What follows belongs to an exercise in optimizing a design on an open flow for small area, a short achievable clock period and few clock cycles per item; a production flow would make more cautious choices.
In this exercise RTL edits were held to simulation tests only and were not proved equivalent to the original.
Power is estimated from default activity; no workload was simulated.

== the reference run ==
// SequentialMultiplier128Bit
module SequentialMultiplier128Bit(
    input [127:0] a,
    input [127:0] b,
    input reset_n,
    input clk,
    output [255:0] p,
    output done
    );
==> flow/config.mk <==
export PLATFORM = sky130hd
export DESIGN_NAME = SequentialMultiplier128Bit
export DESIGN_NICKNAME = SequentialMultiplier128Bit
export VERILOG_FILES = /design/flow/design.v
export SDC_FILE = /design/flow/constraint.sdc
export NUM_CORES = 4
export LEC_CHECK = 0
export ABC_AREA = 1
export CAP_MARGIN = 20
export CORE_MARGIN = 2
export CORE_UTILIZATION = 50
export GPL_TIMING_DRIVEN = 0
export SETUP_SLACK_MARGIN = 2.7
export SLEW_MARGIN = 20
export TNS_END_PERCENT = 5
==> flow/constraint.sdc <==
create_clock -name core_clock -period 5.5 [get_ports {clk}]
set_input_delay 1.1000 -clock core_clock [delete_from_list [all_inputs] [get_ports {clk}]]
set_output_delay 1.1000 -clock core_clock [all_outputs]
set_load 0.01 [all_outputs]
standard.sh (not shown) runs the stock make flow with config.mk's settings and CLKGATE_MAP_FILE= SYNTH_SCRIPT=/design/flow/synth_recipe.tcl, a recipe that flattens the netlist after the stock synthesis.
==> flow/flow/run.sh <==
#!/bin/bash
# Own layout flow: the standard ORFS flow (standard.sh, unchanged synthesis) with two
# layout settings changed:
#  - the port buffers that buffer_ports inserts are sky130_fd_sc_hd__buf_1 instead of the
#    delay-type buffer it picks by default (every input and output port still gets a buffer);
#  - MATCH_CELL_FOOTPRINT=0, so the timing repair may resize a cell to one of another width.
# Each tool's full output goes to standard.log here and to ORFS's own logs under orfs/logs.
set -euo pipefail
export BUFFER_PORTS_ARGS="-buffer_cell sky130_fd_sc_hd__buf_1"
bash standard.sh MATCH_CELL_FOOTPRINT=0 "BUFFER_PORTS_ARGS=-buffer_cell sky130_fd_sc_hd__buf_1" finish > standard.log 2>&1
test -s out/final.def
Testbench counts of the reference run, summed over its fixed seeds: cycles 6,912, items 384.
## Diff of input files: the trial run against the reference run
-- flow/config.mk --
<<< the reference run, line 10
export CORE_MARGIN = 2
export CORE_UTILIZATION = 50
export GPL_TIMING_DRIVEN = 0
export SETUP_SLACK_MARGIN = 2.7
export SLEW_MARGIN = 20
export TNS_END_PERCENT = 5
>>> the trial run, line 10
export CORE_MARGIN = 2
export CORE_UTILIZATION = 50
export SETUP_SLACK_MARGIN = 2.9
export SLEW_MARGIN = 20
export TNS_END_PERCENT = 5
==> comparison <==
The trial run went all the way through the flow, and no timing, DRC or antenna check failed. Comparing the trial run and the reference run, critical path depth is higher on the trial run. Minimum period implied by the final worst setup slack (the trial run over the reference run): decrease, 0.018 ns. Number of non-clock buffers in the layout sits lower in the trial run than in the reference run. Compared to the reference run, the trial run has power 2.3% lower. Switching power summed over all nets delta (the reference run -> the trial run): insignificant.


Starting RTL as in the previous note.
==> flow/design.v (excerpt) <==
module SequentialMultiplier128Bit(
    input [127:0] a,
    input [127:0] b,
    input reset_n,
    input clk,
    output [255:0] p,
    output done
    );
==> flow/config.mk <==
export PLATFORM = sky130hd
export DESIGN_NAME = SequentialMultiplier128Bit
export DESIGN_NICKNAME = SequentialMultiplier128Bit
export VERILOG_FILES = /design/flow/design.v
export SDC_FILE = /design/flow/constraint.sdc
export NUM_CORES = 4
export LEC_CHECK = 0
export ABC_AREA = 1
export CAP_MARGIN = 20
export CORE_MARGIN = 2
export CORE_UTILIZATION = 55
export SETUP_SLACK_MARGIN = 2.7
export SLEW_MARGIN = 20
export TNS_END_PERCENT = 5
==> flow/constraint.sdc <==
create_clock -name core_clock -period 5.5 [get_ports {clk}]
set_input_delay 1.1000 -clock core_clock [delete_from_list [all_inputs] [get_ports {clk}]]
set_output_delay 1.1000 -clock core_clock [all_outputs]
set_load 0.01 [all_outputs]
Scripts as last shown in full above: flow/flow/run.sh
Testbench counts at the start, summed over its fixed seeds: cycles 6,912, items 384.
Next try:
--- a/flow/config.mk
+++ b/flow/config.mk
@@ -10,3 +10,4 @@
 export CORE_MARGIN = 2
-export CORE_UTILIZATION = 55
+export CORE_UTILIZATION = 50
+export CTS_BUF_LIST = sky130_fd_sc_hd__clkbuf_8
 export SETUP_SLACK_MARGIN = 2.7
What happened:
- The new run completed with no timing, DRC or antenna violations
- hold slack is worse by 0.095 ns
- wire length decreases by 0.43%
- clock power decreases by about 4%
- power hardly moves
- non-clock buffer count increases by 10
Next try:
--- a/flow/config.mk
+++ b/flow/config.mk
@@ -11,3 +11,2 @@
 export CORE_UTILIZATION = 50
-export CTS_BUF_LIST = sky130_fd_sc_hd__clkbuf_8
 export SETUP_SLACK_MARGIN = 2.7
The new run passed the timing, design-rule and antenna checks; die area stays the same; setup slack gets better by 0.061 ns; sequential share of layout area barely changes; combinational power is about the same; final area is lower by 0.32%; routed wire length is lower by 1.6%; total power is about the same; synthesized area stays the same; clock-buffer cell count is lower by 28; final cell count is lower by 0.75%.


Starting RTL as in the previous note.
clock: 5.5 ns
lec_check: 0
abc_area: 1
cap_margin: 20
core_margin: 2
core_utilization: 45
setup_slack_margin: 2.7
slew_margin: 20
tns_end_percent: 5
Scripts as last shown in full above: flow/flow/run.sh
The first run passed the timing, design-rule and antenna checks.
Testbench counts at the start, summed over its fixed seeds: cycles 6,912, items 384.
Change:
Settings changed: CORE_UTILIZATION 45 to 50, TNS_END_PERCENT 5 to 15.
Outcome: Total power went down by 1.2%; routed wire length went down by 4.5%; register-to-register slack stays flat; worst hold slack improves by 0.14 ns; count of clock-buffer cells in the layout went down by 8; non-clock buffer count went down by 31; synthesized area stays the same; fmax went up by 1.0%; synthesized cell count is unchanged; cell area went down by 0.81%.
Change:
Settings changed: SETUP_SLACK_MARGIN 2.7 to 2.5, TNS_END_PERCENT 15 to 5.
=> Wire length came out higher slightly. Total power came out lower by a few percent. Sequential share of layout area came out higher by 0.50 points. Register-to-register slack is worse by 0.18 ns. Worst setup slack is worse by 0.19 ns.
Change:
Settings changed: ABC_AREA 1 to unset, SETUP_SLACK_MARGIN 2.5 to 2.7.
=> The changed run finished clean; sequential power climbs by about 0.8%; critical path depth rose by 1; via count falls by about 12%; total power went up by about 4.6%; cell count drops by 15%; global-route usage goes up by 0.61 points; die area came out lower by 0.78%; cell area goes down by 0.79%; wire length falls by 6.4%.
Change:
Settings changed: ABC_AREA set to 1, GPL_ROUTABILITY_DRIVEN set to 0.
Result:
- The new run finished clean
- power drops slightly
- clock skew is higher by 0.024 ns
- cell area rose by a few percent
- combinational power barely changes
- worst setup slack gets better by 0.57 ns
- core utilization is higher by 1.4 points
- critical path depth is lower by 4
- sequential share of layout area fell by 0.65 points
- via count rose by roughly a tenth
- synthesized cell count goes up by about a fifth
Change:
Settings changed: CAP_MARGIN 20 to 10, GPL_ROUTABILITY_DRIVEN 0 to unset, SLEW_MARGIN 20 to 10.
The changed run completed with no timing, DRC or antenna violations.
Synthesized area does not change.
Non-clock buffer count drops by 2.
Wire length came out lower by 2.2%.
Worst hold slack gets worse by 0.013 ns.
Utilization climbs by 0.44 points.
Final area increases by 0.76%.
Worst setup slack improved by 0.056 ns.
Die area does not change.
First-iteration DRC count shrinks by 7.0%.


run 1:
Another version of the RTL of SequentialMultiplier128Bit (not shown whole).
Size: roughly 6000 cells after synthesis, about 520 I/O pins, about 45000 µm² of cells after synthesis.
// SequentialMultiplier128Bit
module SequentialMultiplier128Bit(
    input [127:0] a,
    input [127:0] b,
    input reset_n,
    input clk,
    output [255:0] p,
    output done
    );
==> flow/config.mk <==
export PLATFORM = sky130hd
export DESIGN_NAME = SequentialMultiplier128Bit
export DESIGN_NICKNAME = SequentialMultiplier128Bit
export VERILOG_FILES = /design/flow/design.v
export SDC_FILE = /design/flow/constraint.sdc
export NUM_CORES = 4
export LEC_CHECK = 0
export ABC_AREA = 1
export CAP_MARGIN = 20
export CORE_MARGIN = 2
export CORE_UTILIZATION = 65
export PLACE_DENSITY = 0.7
export SETUP_SLACK_MARGIN = 2.7
export SLEW_MARGIN = 20
export TNS_END_PERCENT = 5
==> flow/constraint.sdc <==
create_clock -name core_clock -period 5.5 [get_ports {clk}]
set_input_delay 1.1000 -clock core_clock [delete_from_list [all_inputs] [get_ports {clk}]]
set_output_delay 1.1000 -clock core_clock [all_outputs]
set_load 0.01 [all_outputs]
==> flow/flow/run.sh <==
#!/bin/bash
# Own layout flow: the standard ORFS flow (standard.sh, unchanged synthesis) with two
# layout settings changed:
#  - the port buffers that buffer_ports inserts are sky130_fd_sc_hd__buf_2 instead of the
#    delay-type buffer it picks by default (every input and output port still gets a buffer);
#  - MATCH_CELL_FOOTPRINT=0, so the timing repair may resize a cell to one of another width.
# Each tool's full output goes to standard.log here and to ORFS's own logs under orfs/logs.
set -euo pipefail
export BUFFER_PORTS_ARGS="-buffer_cell sky130_fd_sc_hd__buf_2"
bash standard.sh MATCH_CELL_FOOTPRINT=0 "BUFFER_PORTS_ARGS=-buffer_cell sky130_fd_sc_hd__buf_2" finish > standard.log 2>&1
test -s out/final.def
Run 1 completed every stage of the flow, and the final layout passed the timing, design-rule and antenna checks.
Testbench counts of run 1, summed over its fixed seeds: cycles 6,912, items 384.
For run 2, these inputs were changed with respect to run 1:
Settings: a change of CORE_UTILIZATION from 65 to 50; a deleted PLACE_DENSITY that had been 0.7.
==> flow/flow/run.sh <==
#!/bin/bash
# Own layout flow: the standard ORFS flow (standard.sh, unchanged synthesis) with two
# layout settings changed:
#  - the port buffers that buffer_ports inserts are sky130_fd_sc_hd__buf_1 instead of the
#    delay-type buffer it picks by default (every input and output port still gets a buffer);
#  - MATCH_CELL_FOOTPRINT=0, so the timing repair may resize a cell to one of another width.
# Each tool's full output goes to standard.log here and to ORFS's own logs under orfs/logs.
set -euo pipefail
export BUFFER_PORTS_ARGS="-buffer_cell sky130_fd_sc_hd__buf_1"
bash standard.sh MATCH_CELL_FOOTPRINT=0 "BUFFER_PORTS_ARGS=-buffer_cell sky130_fd_sc_hd__buf_1" finish > standard.log 2>&1
test -s out/final.def
## What came out
Run 2: clock group share of total power 0.7 points above run 1
Comparing global routing met3 resource utilization for run 1 and run 2, the bigger number came from run 1.
Worst endpoint required time sits higher in run 2 than in run 1.
Amount of wire on met2 after detailed routing | run 2 above run 1
Area growth from synthesis to layout: lower on run 1
Compare run 1 and run 2 | floorplan die area lower: run 1
Worst hold margin ended up 18 ps lower on run 2 than on run 1.
Going from run 1 to run 2, wire length of the first global-routing pass now larger, sequential cell area share now smaller, initial antenna violation count now smaller, peak clock frequency supported by timing now larger.
[inputs] run 3 vs run 2
Settings: swapping 2.7 for 3.2 in SETUP_SLACK_MARGIN.
==> flow/flow/run.sh <==
#!/bin/bash
# Own layout flow: the standard ORFS flow (standard.sh, unchanged synthesis) with two
# layout settings changed:
#  - the port buffers that buffer_ports inserts are sky130_fd_sc_hd__buf_2 instead of the
#    delay-type buffer it picks by default (every input and output port still gets a buffer);
#  - MATCH_CELL_FOOTPRINT=0, so the timing repair may resize a cell to one of another width.
# Each tool's full output goes to standard.log here and to ORFS's own logs under orfs/logs.
set -euo pipefail
export BUFFER_PORTS_ARGS="-buffer_cell sky130_fd_sc_hd__buf_2"
bash standard.sh MATCH_CELL_FOOTPRINT=0 "BUFFER_PORTS_ARGS=-buffer_cell sky130_fd_sc_hd__buf_2" finish > standard.log 2>&1
test -s out/final.def
## What came out
- Delta (run 3 minus run 2): achievable frequency dropped 5.8 MHz, number of cells on the critical path dropped 2, required time at the worst-slack endpoint dropped 80 ps, amount of wire on met3 after detailed routing dropped 1.8 mm, final hold slack dropped 49 ps.
- Looking at critical path endpoint, the p[183]$_DFF_P_ result is from run 3; the p[182]$_DFF_P_ one comes from run 2.
- Run 2 -> run 3: synthesized cell count flat
- Maximum single-stage delay on the critical path: run 3 higher than run 2
- Relative to run 2, sum of buffers and inverters on the critical path decreased by 2 in run 3.

-- static timing again, ports no longer ideal --
Ports are ideal in the flow. The routed layouts listed here were re-timed in OpenROAD. Step 1 (the two cells are an assumption about what drives the block):
set clk [get_ports {clk}]
set_driving_cell -lib_cell sky130_fd_sc_hd__clkbuf_16 $clk
set_driving_cell -lib_cell sky130_fd_sc_hd__buf_2 [delete_from_list [all_inputs] $clk]
Step 2 adds t to the input delays and takes it off the output delays; t is the mean of the earliest and latest rising clock arrival at the registers after step 1. Input paths then give back, and output paths get back, about the clock's delay inside the block. Three values: no drivers, after step 1, after step 2; two values: the first two.
run | t (ns) | setup WS [ns] | latest minus earliest clock arrival (ns) | worst data-port slew with drivers (ns) | cell pins on the clock port's net
the reference run | 0.756 | 2.612 / 2.651 / 1.912 | 0.041 / 0.040 | 0.13 | 1
the trial run | 0.731 | 2.630 / 2.682 / 1.951 | 0.059 / 0.060 | 0.17 | 1
the first run of note 2 | 0.728 | 2.583 / 2.630 / 1.904 | 0.038 / 0.039 | 0.15 | 1
the second run of note 2 | 0.837 | 2.647 / 2.647 / 1.926 | 0.066 / 0.066 | 0.17 | 1
the third run of note 2 | 0.724 | 2.707 / 2.707 / 1.994 | 0.038 / 0.037 | 0.17 | 1
the first run of note 3 | 0.756 | 2.689 / 2.710 / 1.987 | 0.054 / 0.054 | 0.16 | 1
the second run of note 3 | 0.720 | 2.717 / 2.722 / 2.036 | 0.039 / 0.039 | 0.17 | 1
the third run of note 3 | 0.728 | 2.524 / 2.544 / 1.818 | 0.065 / 0.065 | 0.16 | 1
the fourth run of note 3 | 0.698 | 2.084 / 2.084 / 1.711 | 0.028 / 0.028 | 0.15 | 1
the fifth run of note 3 | 0.728 | 2.651 / 2.651 / 1.953 | 0.057 / 0.057 | 0.13 | 1
the sixth run of note 3 | 0.724 | 2.707 / 2.707 / 1.994 | 0.038 / 0.037 | 0.17 | 1
run 1 | 0.707 | 2.550 / 2.550 / 1.979 | 0.054 / 0.054 | 0.12 | 1
run 2 | 0.751 | 2.628 / 2.628 / 1.960 | 0.070 / 0.070 | 0.15 | 1
run 3 | 0.740 | 2.579 / 2.579 / 1.985 | 0.068 / 0.068 | 0.13 | 1
After both steps every run listed still meets setup and hold. For the second run of note 2, which loses most, drivers alone change the setup slack by 0.000 ns; drivers and shift together by -0.721 ns.
